Context: an optimization exercise on an open-source flow, tuned for small area, a short achievable clock period and few clock cycles. The choices shown serve that exercise and are no tape-out recipe.
Where RTL was checked, it was by simulation tests only, not by an equivalence proof against the original.
Power and IR drop assume default switching activity.

==> flow/design.v <==
`timescale 1ns / 1ps
module zhxpu_core(
	input clk,
	input rst,
	output wire [15:0] imem_addr,
	input [15:0] imem_rdata,
	input imem_ready,
	output wire [15:0] dmem_addr,
	output wire [15:0] dmem_wdata,
	output wire dmem_we,
	output wire dmem_re,
	input [15:0] dmem_rdata,
	input dmem_ready
);
	reg [15:0] pc;           
	reg [15:0] ir;           
	reg ir_sp, ir_ih, ir_ra;  
	reg [15:0] gpr [0:7];
	reg [15:0] sp, ih, ra;
	reg t;
	reg [15:0] ex_a, ex_b;   
	reg ex_cin;
	reg ex_add, ex_and, ex_or, ex_shl, ex_sh, ex_arith;
	reg ex_ld, ex_st, ex_cmp, ex_wr, ex_br;
	reg [3:0] ex_dst;        
	wire ex_mem = ex_ld | ex_st;
	wire hold = !imem_ready || (ex_mem && !dmem_ready);
	wire [15:0] sum;
	zx_add16 u_alu_add(.a(ex_a), .b(ex_b), .cin(ex_cin), .s(sum));
	wire [15:0] add_p = ex_a ^ ex_b;
	wire [15:0] add_k = {ex_a[14:0] | ex_b[14:0], ex_cin};
	wire add_zero = &(add_p ~^ add_k);
	wire [15:0] b_rev;
	genvar gi;
	generate for (gi = 0; gi < 16; gi = gi + 1) begin : g_rev
		assign b_rev[gi] = ex_b[15 - gi];
	end endgenerate
	wire [15:0] sh_in = ex_shl ? b_rev : ex_b;
	wire fill = ex_arith & ex_b[15];
	wire big = |ex_a[15:4];
	wire [15:0] sh1 = ex_a[0] ? {fill, sh_in[15:1]} : sh_in;
	wire [15:0] sh2 = ex_a[1] ? {{2{fill}}, sh1[15:2]} : sh1;
	wire [15:0] sh4 = ex_a[2] ? {{4{fill}}, sh2[15:4]} : sh2;
	wire [15:0] sh8 = ex_a[3] ? {{8{fill}}, sh4[15:8]} : sh4;
	wire [15:0] shr = big ? {16{fill}} : sh8;
	wire [15:0] shr_rev;
	generate for (gi = 0; gi < 16; gi = gi + 1) begin : g_rev2
		assign shr_rev[gi] = shr[15 - gi];
	end endgenerate
	reg [15:0] oth;
	always @(*) begin
		if (ex_ld) oth = dmem_rdata;
		else if (ex_and) oth = ex_a & ex_b;
		else if (ex_or) oth = ex_a | ex_b;
		else if (ex_shl) oth = shr_rev;
		else oth = shr;
	end
	wire [15:0] ex_res = ex_add ? sum : oth;
	wire ex_zero = ex_add ? add_zero : ~|oth;
	wire ex_t = !add_zero;   
	assign dmem_addr = ex_a;
	assign dmem_wdata = ex_b;
	assign dmem_we = ex_st;
	assign dmem_re = ex_ld;
	always @(posedge clk) begin
		if (!hold) begin
			if (ex_wr) begin
				case (ex_dst)
					4'd8: sp <= ex_res;
					4'd9: ih <= ex_res;
					4'd10: ra <= ex_res;
					default: gpr[ex_dst[2:0]] <= ex_res;
				endcase
			end
			if (ex_cmp) t <= ex_t;
		end
	end
	wire [4:0] op = ir[15:11];
	wire [2:0] rx = ir[10:8];
	wire [2:0] ry = ir[7:5];
	wire [2:0] rz = ir[4:2];
	wire i_addiu  = op == 5'b01001;
	wire i_addiu3 = op == 5'b01000;
	wire g_01100  = op == 5'b01100;
	wire i_addsp  = g_01100 && rx == 3'b011;
	wire i_bteqz  = g_01100 && rx == 3'b000;
	wire i_btnez  = g_01100 && rx == 3'b001;
	wire i_mtsp   = g_01100 && rx == 3'b100;
	wire g_11100  = op == 5'b11100;        
	wire i_subu   = g_11100 && ir[1];
	wire g_11101  = op == 5'b11101;
	wire i_and    = g_11101 && ir[4:0] == 5'b01100;
	wire i_or     = g_11101 && ir[4:0] == 5'b01101;
	wire i_cmp    = g_11101 && ir[4:0] == 5'b01010;
	wire i_srav   = g_11101 && ir[4:0] == 5'b00111;
	wire g_jmp    = g_11101 && ir[4:0] == 5'b00000;
	wire i_mfpc   = g_jmp && ry == 3'b010;
	wire i_jalr   = g_jmp && ry == 3'b110;
	wire i_jrra   = g_jmp && ry == 3'b001;
	wire i_jr     = g_jmp && ry == 3'b000;
	wire i_b      = op == 5'b00010;
	wire i_beqz   = op == 5'b00100;
	wire i_bnez   = op == 5'b00101;
	wire i_li     = op == 5'b01101;
	wire i_move   = op == 5'b01111;
	wire i_lw     = op == 5'b10011;
	wire i_lwsp   = op == 5'b10010;
	wire i_sw     = op == 5'b11011;
	wire i_swsp   = op == 5'b11010;
	wire g_11110  = op == 5'b11110;
	wire i_mfih   = g_11110 && !ir[0];
	wire i_mtih   = g_11110 && ir[0];
	wire g_shift  = op == 5'b00110;        
	wire use_sp = ir_sp;
	wire i_mem = i_lw | i_lwsp | i_sw | i_swsp;
	wire br_jump = i_jr | i_jalr | i_jrra;
	wire d_br = i_b | i_beqz | i_bnez | i_bteqz | i_btnez | br_jump;
	wire [2:0] b_idx = i_swsp ? rx : ry;
	reg [15:0] a_gpr, b_reg;
	integer ri;
	always @(*) begin
		a_gpr = 16'b0;
		b_reg = 16'b0;
		for (ri = 0; ri < 8; ri = ri + 1) begin
			a_gpr = a_gpr | (gpr[ri] & {16{rx == ri}});
			b_reg = b_reg | (gpr[ri] & {16{b_idx == ri}});
		end
	end
	wire [15:0] a_reg = ir_sp ? sp : ir_ih ? ih : ir_ra ? ra : a_gpr;
	wire ex_wr_gpr = ex_wr && !ex_dst[3];
	wire fwd_a = ir_sp ? (ex_wr && ex_dst == 4'd8) :
		ir_ih ? (ex_wr && ex_dst == 4'd9) :
		ir_ra ? (ex_wr && ex_dst == 4'd10) :
		(ex_wr_gpr && ex_dst[2:0] == rx);
	wire fwd_b = ex_wr_gpr && ex_dst[2:0] == b_idx;
	wire [15:0] a_val = fwd_a ? ex_res : a_reg;
	wire [15:0] b_val = fwd_b ? ex_res : b_reg;
	wire t_val = ex_cmp ? ex_t : t;
	wire [15:0] sext8 = {{8{ir[7]}}, ir[7:0]};
	wire [15:0] sext4 = {{12{ir[3]}}, ir[3:0]};
	wire [15:0] sext5 = {{11{ir[4]}}, ir[4:0]};
	wire [15:0] sext11 = {{5{ir[10]}}, ir[10:0]};
	wire [3:0] shamt = (ir[4:2] == 3'b000) ? 4'd8 : {1'b0, ir[4:2]};
	wire [15:0] mem_off = (i_lw | i_sw) ? sext5 : sext8;
	wire [15:0] agu;
	zx_add16 u_agu(.a(a_reg), .b(mem_off), .cin(1'b0), .s(agu));
	wire ex_slow = ex_sh | ex_ld;
	wire stall = fwd_a && (i_mem || ((i_beqz | i_bnez | br_jump) && ex_slow));
	wire a_zero = fwd_a ? ex_zero : (a_reg == 16'b0);
	wire taken = i_b | (i_beqz & a_zero) | (i_bnez & !a_zero)
		| (i_bteqz & !t_val) | (i_btnez & t_val) | br_jump;
	wire [15:0] br_target = pc + (i_b ? sext11 : sext8);
	wire [15:0] pc_inc = pc + 16'd1;
	wire [15:0] br_dest = br_jump ? a_val : br_target;
	wire [15:0] pc_next = taken ? br_dest : pc_inc;
	reg [15:0] op1, op2;
	reg d_cin, d_add, d_and, d_or, d_shl, d_sh, d_arith, d_ld, d_st, d_cmp, d_wr;
	reg [3:0] d_dst;
	always @(*) begin
		op1 = 16'b0;
		op2 = 16'b0;
		d_cin = 1'b0; d_add = 1'b0; d_and = 1'b0; d_or = 1'b0; d_shl = 1'b0; d_sh = 1'b0;
		d_arith = 1'b0; d_ld = 1'b0; d_st = 1'b0; d_cmp = 1'b0; d_wr = 1'b0;
		d_dst = {1'b0, rx};
		if (i_addiu) begin
			op1 = a_val; op2 = sext8; d_add = 1'b1; d_wr = 1'b1;
		end
		if (i_addiu3) begin
			op1 = a_val; op2 = sext4; d_add = 1'b1; d_wr = 1'b1; d_dst = {1'b0, ry};
		end
		if (i_addsp) begin
			op1 = a_val; op2 = sext8; d_add = 1'b1; d_wr = 1'b1; d_dst = 4'd8;
		end
		if (i_mtsp) begin
			op2 = b_val; d_add = 1'b1; d_wr = 1'b1; d_dst = 4'd8;
		end
		if (g_11100) begin
			op1 = a_val; op2 = i_subu ? ~b_val : b_val; d_cin = i_subu;
			d_add = 1'b1; d_wr = 1'b1; d_dst = {1'b0, rz};
		end
		if (i_and | i_or) begin
			op1 = a_val; op2 = b_val;
			d_and = i_and; d_or = i_or; d_wr = 1'b1;
		end
		if (i_cmp) begin
			op1 = a_val; op2 = ~b_val; d_cin = 1'b1; d_add = 1'b1; d_cmp = 1'b1;
		end
		if (i_srav) begin
			op1 = a_val; op2 = b_val; d_sh = 1'b1; d_arith = 1'b1;
			d_wr = 1'b1; d_dst = {1'b0, ry};
		end
		if (g_shift) begin
			op1 = {12'b0, shamt}; op2 = b_val;
			d_shl = !ir[1]; d_sh = 1'b1; d_arith = ir[0]; d_wr = 1'b1;
		end
		if (d_br) begin
			op1 = pc; d_add = 1'b1;
		end
		if (i_jalr) begin
			d_wr = 1'b1; d_dst = 4'd10;
		end
		if (i_mfpc) begin
			op1 = ex_br ? ex_a : pc; d_cin = ex_br; d_add = 1'b1; d_wr = 1'b1;
		end
		if (i_li) begin
			op2 = {8'b0, ir[7:0]}; d_add = 1'b1; d_wr = 1'b1;
		end
		if (i_move) begin
			op2 = b_val; d_add = 1'b1; d_wr = 1'b1;
		end
		if (i_mfih) begin
			op1 = a_val; d_add = 1'b1; d_wr = 1'b1;
		end
		if (i_mtih) begin
			op1 = a_val; d_add = 1'b1; d_wr = 1'b1; d_dst = 4'd9;
		end
		if (i_lw | i_lwsp) begin
			op1 = agu; d_ld = 1'b1; d_wr = 1'b1; d_dst = i_lw ? {1'b0, ry} : {1'b0, rx};
		end
		if (i_sw | i_swsp) begin
			op1 = agu; op2 = b_val; d_st = 1'b1;
		end
	end
	wire [4:0] f_op = imem_rdata[15:11];
	wire f_sp = (f_op == 5'b01100 && imem_rdata[10:8] == 3'b011) || f_op == 5'b10010 || f_op == 5'b11010;
	wire f_ih = f_op == 5'b11110 && !imem_rdata[0];
	wire f_ra = f_op == 5'b11101 && imem_rdata[7:5] == 3'b001 && imem_rdata[4:0] == 5'b00000;
	assign imem_addr = pc;
	always @(posedge clk) begin
		if (!rst) begin
			pc <= 16'b0;
			ir <= 16'b0;
			ir_sp <= 1'b0; ir_ih <= 1'b0; ir_ra <= 1'b0;
		end else if (!hold && !stall) begin
			pc <= pc_next;
			ir <= imem_rdata;
			ir_sp <= f_sp; ir_ih <= f_ih; ir_ra <= f_ra;
		end
	end
	always @(posedge clk) begin
		if (!rst) begin
			ex_ld <= 1'b0; ex_st <= 1'b0; ex_cmp <= 1'b0; ex_wr <= 1'b0;
			ex_br <= 1'b0;
		end else if (!hold) begin
			ex_ld <= d_ld & !stall;
			ex_st <= d_st & !stall;
			ex_cmp <= d_cmp & !stall;
			ex_wr <= d_wr & !stall;
			ex_br <= d_br & !stall;
		end
	end
	always @(posedge clk) begin
		if (!hold) begin
			ex_a <= op1; ex_b <= op2; ex_cin <= d_cin;
			ex_add <= d_add; ex_and <= d_and; ex_or <= d_or; ex_shl <= d_shl;
			ex_sh <= d_sh; ex_arith <= d_arith; ex_dst <= d_dst;
		end
	end
endmodule
module zx_add16(
	input [15:0] a,
	input [15:0] b,
	input cin,
	output [15:0] s
);
	wire [15:0] p = a ^ b;
	wire [15:0] g0 = a & b;
	wire [15:0] g = {g0[15:1], g0[0] | (p[0] & cin)};
	wire [15:0] g1, p1, g2, p2, g3, p3, g4, p4;
	genvar i;
	generate for (i = 0; i < 16; i = i + 1) begin : lvl
		if (i % 2 == 1) begin
			assign g1[i] = g[i] | (p[i] & g[i - 1]);
			assign p1[i] = p[i] & p[i - 1];
		end else begin
			assign g1[i] = g[i];
			assign p1[i] = p[i];
		end
		if (i % 4 >= 2) begin
			assign g2[i] = g1[i] | (p1[i] & g1[(i / 4) * 4 + 1]);
			assign p2[i] = p1[i] & p1[(i / 4) * 4 + 1];
		end else begin
			assign g2[i] = g1[i];
			assign p2[i] = p1[i];
		end
		if (i % 8 >= 4) begin
			assign g3[i] = g2[i] | (p2[i] & g2[(i / 8) * 8 + 3]);
			assign p3[i] = p2[i] & p2[(i / 8) * 8 + 3];
		end else begin
			assign g3[i] = g2[i];
			assign p3[i] = p2[i];
		end
		if (i >= 8) begin
			assign g4[i] = g3[i] | (p3[i] & g3[7]);
			assign p4[i] = p3[i] & p3[7];
		end else begin
			assign g4[i] = g3[i];
			assign p4[i] = p3[i];
		end
	end endgenerate
	assign s = p ^ {g4[14:0], cin};
endmodule
Settings: LEC_CHECK=0, ABC_AREA=1, CAP_MARGIN=20, CORE_MARGIN=2, CORE_UTILIZATION=40, SETUP_SLACK_MARGIN=5, SLEW_MARGIN=20; clock period 9.0 ns.
run.sh (not shown) runs the stock make flow with config.mk's settings and CLKGATE_MAP_FILE= SYNTH_SCRIPT=/design/flow/synth_recipe.tcl, a recipe that flattens the netlist after the stock synthesis.
The first run ran to the end with no violations.
Next try:
--- a/flow/design.v
+++ b/flow/design.v
@@ -141,15 +141,17 @@
 	wire [15:0] sext5 = {{11{ir[4]}}, ir[4:0]};
 	wire [15:0] sext11 = {{5{ir[10]}}, ir[10:0]};
 	wire [3:0] shamt = (ir[4:2] == 3'b000) ? 4'd8 : {1'b0, ir[4:2]};
-	wire [15:0] mem_off = (i_lw | i_sw) ? sext5 : sext8;
+	wire br_rel = i_b | i_beqz | i_bnez | i_bteqz | i_btnez;
+	wire [15:0] tgt_base = br_rel ? pc : a_reg;
+	wire [15:0] tgt_off = i_b ? sext11 : (i_lw | i_sw) ? sext5 : sext8;
 	wire [15:0] agu;
-	zx_add16 u_agu(.a(a_reg), .b(mem_off), .cin(1'b0), .s(agu));
+	zx_add16 u_agu(.a(tgt_base), .b(tgt_off), .cin(1'b0), .s(agu));
 	wire ex_slow = ex_sh | ex_ld;
 	wire stall = fwd_a && (i_mem || ((i_beqz | i_bnez | br_jump) && ex_slow));
 	wire a_zero = fwd_a ? ex_zero : (a_reg == 16'b0);
 	wire taken = i_b | (i_beqz & a_zero) | (i_bnez & !a_zero)
 		| (i_bteqz & !t_val) | (i_btnez & t_val) | br_jump;
-	wire [15:0] br_target = pc + (i_b ? sext11 : sext8);
+	wire [15:0] br_target = agu;
 	wire [15:0] pc_inc = pc + 16'd1;
 	wire [15:0] br_dest = br_jump ? a_val : br_target;
 	wire [15:0] pc_next = taken ? br_dest : pc_inc;
=> The changed run went through all stages and came out clean. Routed wire length increases by 1.7%. Design area decreases by 1.7%. Area after synthesis decreases by 2.8%. Fmax increases by 2.8%. Setup slack improved by 120 ps. Flip-flop and latch count does not change. Power increases by 3.9%. Register-to-register slack improved by 120 ps. Cell count decreases by 3.5%.
Testbench counts after the change, summed over its fixed seeds: cycles 41,488.
No functional check of the RTL was part of the first run of this note.

re-timing with driven ports:
How much do the figures lean on ideal ports? The routed layouts below were timed once more, with nothing changed but the port constraints. Step 1 sets driving cells, clkbuf_16 on the clock port and buf_2 on the other inputs (assumed; they add their load-dependent delay and slew). Step 2, shift: input delay + t, output delay - t, t = (earliest + latest rising clock arrival at the registers) / 2. This alone moves slack from input paths to output paths. a / b / c = no drivers / after step 1 / after step 2; a / b = the first two.
run | t (ns) | slack for setup (ns) | worst hold slack (ns) | worst setup path after step 2 | cell pins on the clock port's net
the first run | 0.623 | 4.754 / 4.754 / 4.740 | 0.466 / 0.466 / 0.466 | input to register | 1
the second run | 0.639 | 4.870 / 4.870 / 4.591 | 0.466 / 0.466 / 0.466 | input to register | 1
After both steps setup and hold are still met in every run listed. For the second run, which loses most, drivers alone change the setup slack by 0.000 ns; drivers and shift together by -0.279 ns.
